From an optimization exercise on the open Yosys and OpenROAD flow, aimed at small area, a short achievable clock period and few clock cycles per item; shortcuts taken in it are not production practice.
No activity file was given, so power comes from the tool's default toggle rates.

// sqrt_mult_system
module sqrt_mult_system (
    input clk_i,
    input rst_i,
    input start_i,
    input [7:0] a_bi,
    input [7:0] b_bi,
    output [15:0] result,
    output done
);
Settings: LEC_CHECK=0, CAP_MARGIN=20, CORE_MARGIN=2, CORE_UTILIZATION=40, SLEW_MARGIN=20; clock period 5.0 ns.
standard.sh (not shown) runs the stock make flow with config.mk's settings and CLKGATE_MAP_FILE= SYNTH_SCRIPT=/design/flow/synth_recipe.tcl, a recipe that flattens the netlist after the stock synthesis.
==> flow/flow/run.sh <==
#!/bin/bash
# Layout flow: the standard ORFS flow, with two changes.
#  1. Synthesis is ORFS's own script (with the standard flow's -nofsm -noshare wrapper,
#     flatten and renaming, as in synth_recipe.tcl), but ABC maps with the
#     script in flow/abc.script and full/half adder extraction can be skipped.
#  2. The port buffers inserted during placement are buf cells instead of
#     the slow clkdlybuf cells that buffer_ports picks by default.
# Settings come from flow/params.sh. Each tool's output goes to its own log.
set -euo pipefail
HERE=$(pwd)
source "$HERE/flow/params.sh"
export MY_ABC_SCRIPT="$HERE/flow/abc.script"
export MY_NOFA
export BUFFER_PORTS_ARGS="-buffer_cell $PORT_BUFFER"
sed "s#SYNTH_SCRIPT=[^ ]*#SYNTH_SCRIPT=$HERE/flow/synth.tcl#" standard.sh > my_standard.sh
bash my_standard.sh finish > flow_make.log 2>&1
==> flow/flow/abc.script <==
strash
dch
map -D 1000
topo
stime -c
==> flow/flow/params.sh <==
MY_NOFA=1
PORT_BUFFER=sky130_fd_sc_hd__buf_1
==> flow/flow/synth.tcl <==
# synth_recipe.tcl with two hooks: abc runs flow/abc.script (MY_ABC_SCRIPT),
# and extract_fa is skipped when MY_NOFA is 1.
proc synth {args} { yosys synth -nofsm -noshare {*}$args }
proc abc {args} {
  set out {}
  set skip 0
  foreach a $args {
    if {$skip} { set skip 0; continue }
    if {$a eq "-script" || $a eq "-D"} { set skip 1; continue }
    lappend out $a
  }
  lappend out -script $::env(MY_ABC_SCRIPT)
  yosys abc {*}$out
}
if {$::env(MY_NOFA)} { proc extract_fa {args} {} }
source $::env(SCRIPTS_DIR)/synth.tcl
# left out here: clear keep_hierarchy, flatten, clean up, hide names made inside functions, write 1_2_yosys.v
Edit:
==> flow/flow/abc.script (replaced) <==
strash
dch
map -a
topo
stime -c
- SETUP_SLACK_MARGIN: unset -> 2.0
Result:
- The changed run finished clean
- sequential power is about the same
- die area rises by 1.1%
- worst setup slack gets better by 0.36 ns
Edit:
==> flow/flow/abc.script (replaced) <==
strash
dch
map -D 1000
topo
stime -c
- SETUP_SLACK_MARGIN: 2.0 -> 2.5
Synthesized cell count goes down by 4.7%.
Sequential power grows by about 4%.
Worst hold slack is worse by 0.0039 ns.
Worst setup slack gets better by 0.066 ns.
Wire length went up by 8.3%.
Total power went up by 15%.
Critical path depth came out lower by 2.
Clock-buffer cell count went down by 1.
Edit:
==> flow/flow/abc.script (replaced) <==
strash
dch
map -a
topo
stime -c
- SETUP_SLACK_MARGIN: 2.5 -> unset
Design area goes down by 15%; worst setup slack gets worse by 0.31 ns; sequential power goes down by about 4%; global-route usage goes down by 1.3 points; utilization goes down by 8.3 points; power goes down by 15%; maximum frequency goes down by 10%; worst hold slack gets better by 0.0040 ns; first-iteration DRC count goes down by 15%; combinational power goes down by 28%; clock-buffer cell count goes up by 1.
Edit:
==> flow/flow/abc.script (replaced) <==
strash
dch
map -D 1000
topo
stime -c
- SETUP_SLACK_MARGIN: unset -> 2.0
=> Maximum frequency goes up by about 6.4%; final area goes up by about 4.3%; worst hold slack hardly moves; worst setup slack gains 0.18 ns; combinational power rose by about 11%; utilization rises by 2.3 points; sequential cell count does not change; count of clock-buffer cells in the layout is lower by 1; via count drops by about 0.44%.
Edit:
==> flow/flow/abc.script (replaced) <==
strash
dch
map -a
topo
stime -c
- SETUP_SLACK_MARGIN: 2.0 -> 2.5
The new run finished with timing, DRC and antenna clean.
First-iteration DRC count went up by about 70%.
Combinational power climbs by 22%.
Synthesized cell count grows by 4.9%.
Routed wire length is higher by 11%.
Design area climbs by about 12%.
Sequential share of layout area is lower by 2.0 points.
Global-route usage grows by 0.14 points.
Hold slack stays flat.
Critical path depth is unchanged.
Synthesized area is higher by 1.1%.
No functional check of the RTL was part of any run of this note.

* * *

## oak
sqrt_mult_system, a different RTL version from the one above (not shown whole).
Size in the first run: roughly 210 cells after synthesis, about 19 flip-flops, about 36 I/O pins.
clock: 5.0 ns
lec_check: 0
cap_margin: 20
core_margin: 2
core_utilization: 40
setup_slack_margin: 2.3
slew_margin: 20
==> flow/flow/run.sh <==
#!/bin/bash
# Layout flow: the standard ORFS flow, with two changes.
#  1. Synthesis is ORFS's own script (with the standard flow's -nofsm -noshare wrapper,
#     flatten and renaming, as in synth_recipe.tcl), but ABC maps with the
#     script in flow/abc.script (the logic feeding the output ports first,
#     with flow/abc_post.script if present), and full/half adder extraction
#     can be skipped.
#  2. The port buffers inserted during placement are buf cells instead of
#     the slow clkdlybuf cells that buffer_ports picks by default.
# Settings come from flow/params.sh. Each tool's output goes to its own log.
set -euo pipefail
HERE=$(pwd)
source "$HERE/flow/params.sh"
export MY_ABC_SCRIPT="$HERE/flow/abc.script"
if [ -f "$HERE/flow/abc_post.script" ]; then export MY_ABC_POST_SCRIPT="$HERE/flow/abc_post.script"; fi
export MY_NOFA
export BUFFER_PORTS_ARGS="-buffer_cell $PORT_BUFFER"
sed "s#SYNTH_SCRIPT=[^ ]*#SYNTH_SCRIPT=$HERE/flow/synth.tcl#" standard.sh > my_standard.sh
bash my_standard.sh finish > flow_make.log 2>&1
==> flow/flow/abc.script <==
strash
dch
map -a
topo
stime -c
==> flow/flow/abc_post.script <==
strash
dch
map -D 300
topo
stime -c
buffer -c
upsize -c -D 300
dnsize -c -D 300
==> flow/flow/synth.tcl <==
# synth_recipe.tcl with hooks: abc runs flow/abc.script (MY_ABC_SCRIPT);
# when MY_ABC_POST_SCRIPT is set, the logic in the input cone of the output
# ports (back to the flip-flops) is mapped first, with that script; and
# extract_fa is skipped when MY_NOFA is 1.
proc synth {args} { yosys synth -nofsm -noshare {*}$args }
proc abc {args} {
  set out {}
  set skip 0
  foreach a $args {
    if {$skip} { set skip 0; continue }
    if {$a eq "-script" || $a eq "-D"} { set skip 1; continue }
    lappend out $a
  }
  if {[info exists ::env(MY_ABC_POST_SCRIPT)] && $::env(MY_ABC_POST_SCRIPT) ne ""} {
    set outp $out
    lappend outp -script $::env(MY_ABC_POST_SCRIPT)
    yosys select -set postcone o:* %ci*:-sky130_fd_sc_hd__dfxtp_1
    yosys abc {*}$outp @postcone
  }
  lappend out -script $::env(MY_ABC_SCRIPT)
  yosys abc {*}$out
}
if {$::env(MY_NOFA)} { proc extract_fa {args} {} }
source $::env(SCRIPTS_DIR)/synth.tcl
# left out here: clear keep_hierarchy, flatten, clean up, hide names made inside functions, write 1_2_yosys.v
Scripts as last shown in full above: flow/flow/params.sh
Modified inputs, pine compared to oak
- a change of SETUP_SLACK_MARGIN from 2.3 to 2.6
[summary]
Of the two values seen for top metal layer carrying routed signals, met3 was produced by pine and met4 by oak. Changes observed in pine relative to oak: fraction of layout instances using a drive strength above 1 climbed 19 points, count of clock-buffer cells in the layout rose 1, proportion of cell area spent on the clock network saw a decrease. Cmp oak and pine / post-route fraction of the period consumed by the critical path / higher: oak. Area enclosed by the die boundary came out exactly the same in oak and pine. Taking oak as 1.0, pine lands at 1.3 on power in combinational cells. Final cell count (higher): pine. Compared with oak, placement density in the core of pine is higher. Delta (pine minus oak): time the worst path needs with I/O delays and setup shows a reduction of 0.16 ns; wire length of the first global-routing pass increased by about 4.3% relative to the old numbers.
What birch does differently from pine at the input level:
- SETUP_SLACK_MARGIN now 2.0, was 2.6
--- outcome ---
- birch reports its uppermost metal layer occupied by signal nets as met4 while pine reports met3.
- Lower minimum clock period among pine and birch: pine
- Diff pine -> birch: share of the core filled with cells in the final layout has decreased; buffer share of cell area has decreased; maximum frequency has decreased; clock share of power has increased.
Setup changes, birch to maple
- SETUP_SLACK_MARGIN now 2.2, was 2.0
==> comparison <==
- Summary of maple over birch: design area +about 6%, total power rose about 3.4%, signed area change from the synthesized netlist to the final layout saw an increase, combined flip-flop and latch cell area held steady.
- Setup WNS birch -> maple: better
- maple vs birch: via count of the first global-routing pass up in maple
- NOTE total internal power birch->maple increased by a few percent
- Looking at final critical-path share of the clock period, maple sits below birch.
- Compared with birch, maple supports a higher clock frequency.
- Final-stage net count came out higher on maple than on birch.
## Diff of input files: cedar against maple
- swapping 2.2 for 2.4 in SETUP_SLACK_MARGIN
Findings:
- cedar reports its highest-delay cell along the critical path as sky130_fd_sc_hd__dfxtp_2 while maple reports sky130_fd_sc_hd__dfxtp_1.
- Compared to maple, cedar has overall global routing resource usage 1.5 points higher.
- Timing, DRC, antenna: 0 failures across maple and cedar
- From maple to cedar the numbers moved as follows: area growth from synthesis to final layout went up 3.6 points; routed metal-1 wirelength went up.
No run of this note included a check of the RTL's function; only the layout flow was run.

## what the ideal ports hide
Ports are ideal in the flow. The routed layouts listed here were re-timed in OpenROAD. Step 1 assumes that a clkbuf_16 drives the clock port and a buf_2 every other input. Step 2 times the ports against the registers' clock, not the clock port: input delays grow and output delays shrink by t, the midpoint of the rising clock arrivals with the driver on. Slacks: ideal ports / drivers / drivers and shift; pairs: ideal ports / drivers.
| run | t, ns | setup slack, ns | worst setup path after step 2 | latest minus earliest clock arrival (ns) | pins driven straight from the clock port |
|---|---|---|---|---|---|
| the first run of note 1 | 0.315 | 1.860 / 1.836 / 2.151 | register to output | 0.007 / 0.007 | 1 |
| the second run of note 1 | 0.308 | 2.219 / 2.197 / 2.275 | input to register | 0.000 / 0.001 | 1 |
| the third run of note 1 | 0.308 | 2.285 / 2.263 / 2.329 | input to register | 0.004 / 0.005 | 1 |
| the fourth run of note 1 | 0.308 | 1.971 / 1.950 / 2.258 | register to output | 0.000 / 0.001 | 1 |
| the fifth run of note 1 | 0.315 | 2.155 / 2.131 / 2.266 | input to register | 0.007 / 0.007 | 1 |
| the sixth run of note 1 | 0.304 | 2.234 / 2.215 / 2.380 | input to register | 0.006 / 0.006 | 1 |
| oak | 0.312 | 2.417 / 2.419 / 2.107 | input to register | 0.002 / 0.001 | 1 |
| pine | 0.301 | 2.579 / 2.558 / 2.276 | input to register | 0.006 / 0.006 | 1 |
| birch | 0.300 | 2.296 / 2.296 / 1.996 | input to register | 0.006 / 0.006 | 1 |
| maple | 0.300 | 2.364 / 2.343 / 2.075 | input to register | 0.007 / 0.006 | 1 |
| cedar | 0.310 | 2.513 / 2.491 / 2.209 | input to register | 0.010 / 0.009 | 1 |
After both steps setup and hold are still met in every run listed. The setup slack of oak, which loses most, moves by +0.002 ns with the drivers and by -0.310 ns with both steps.
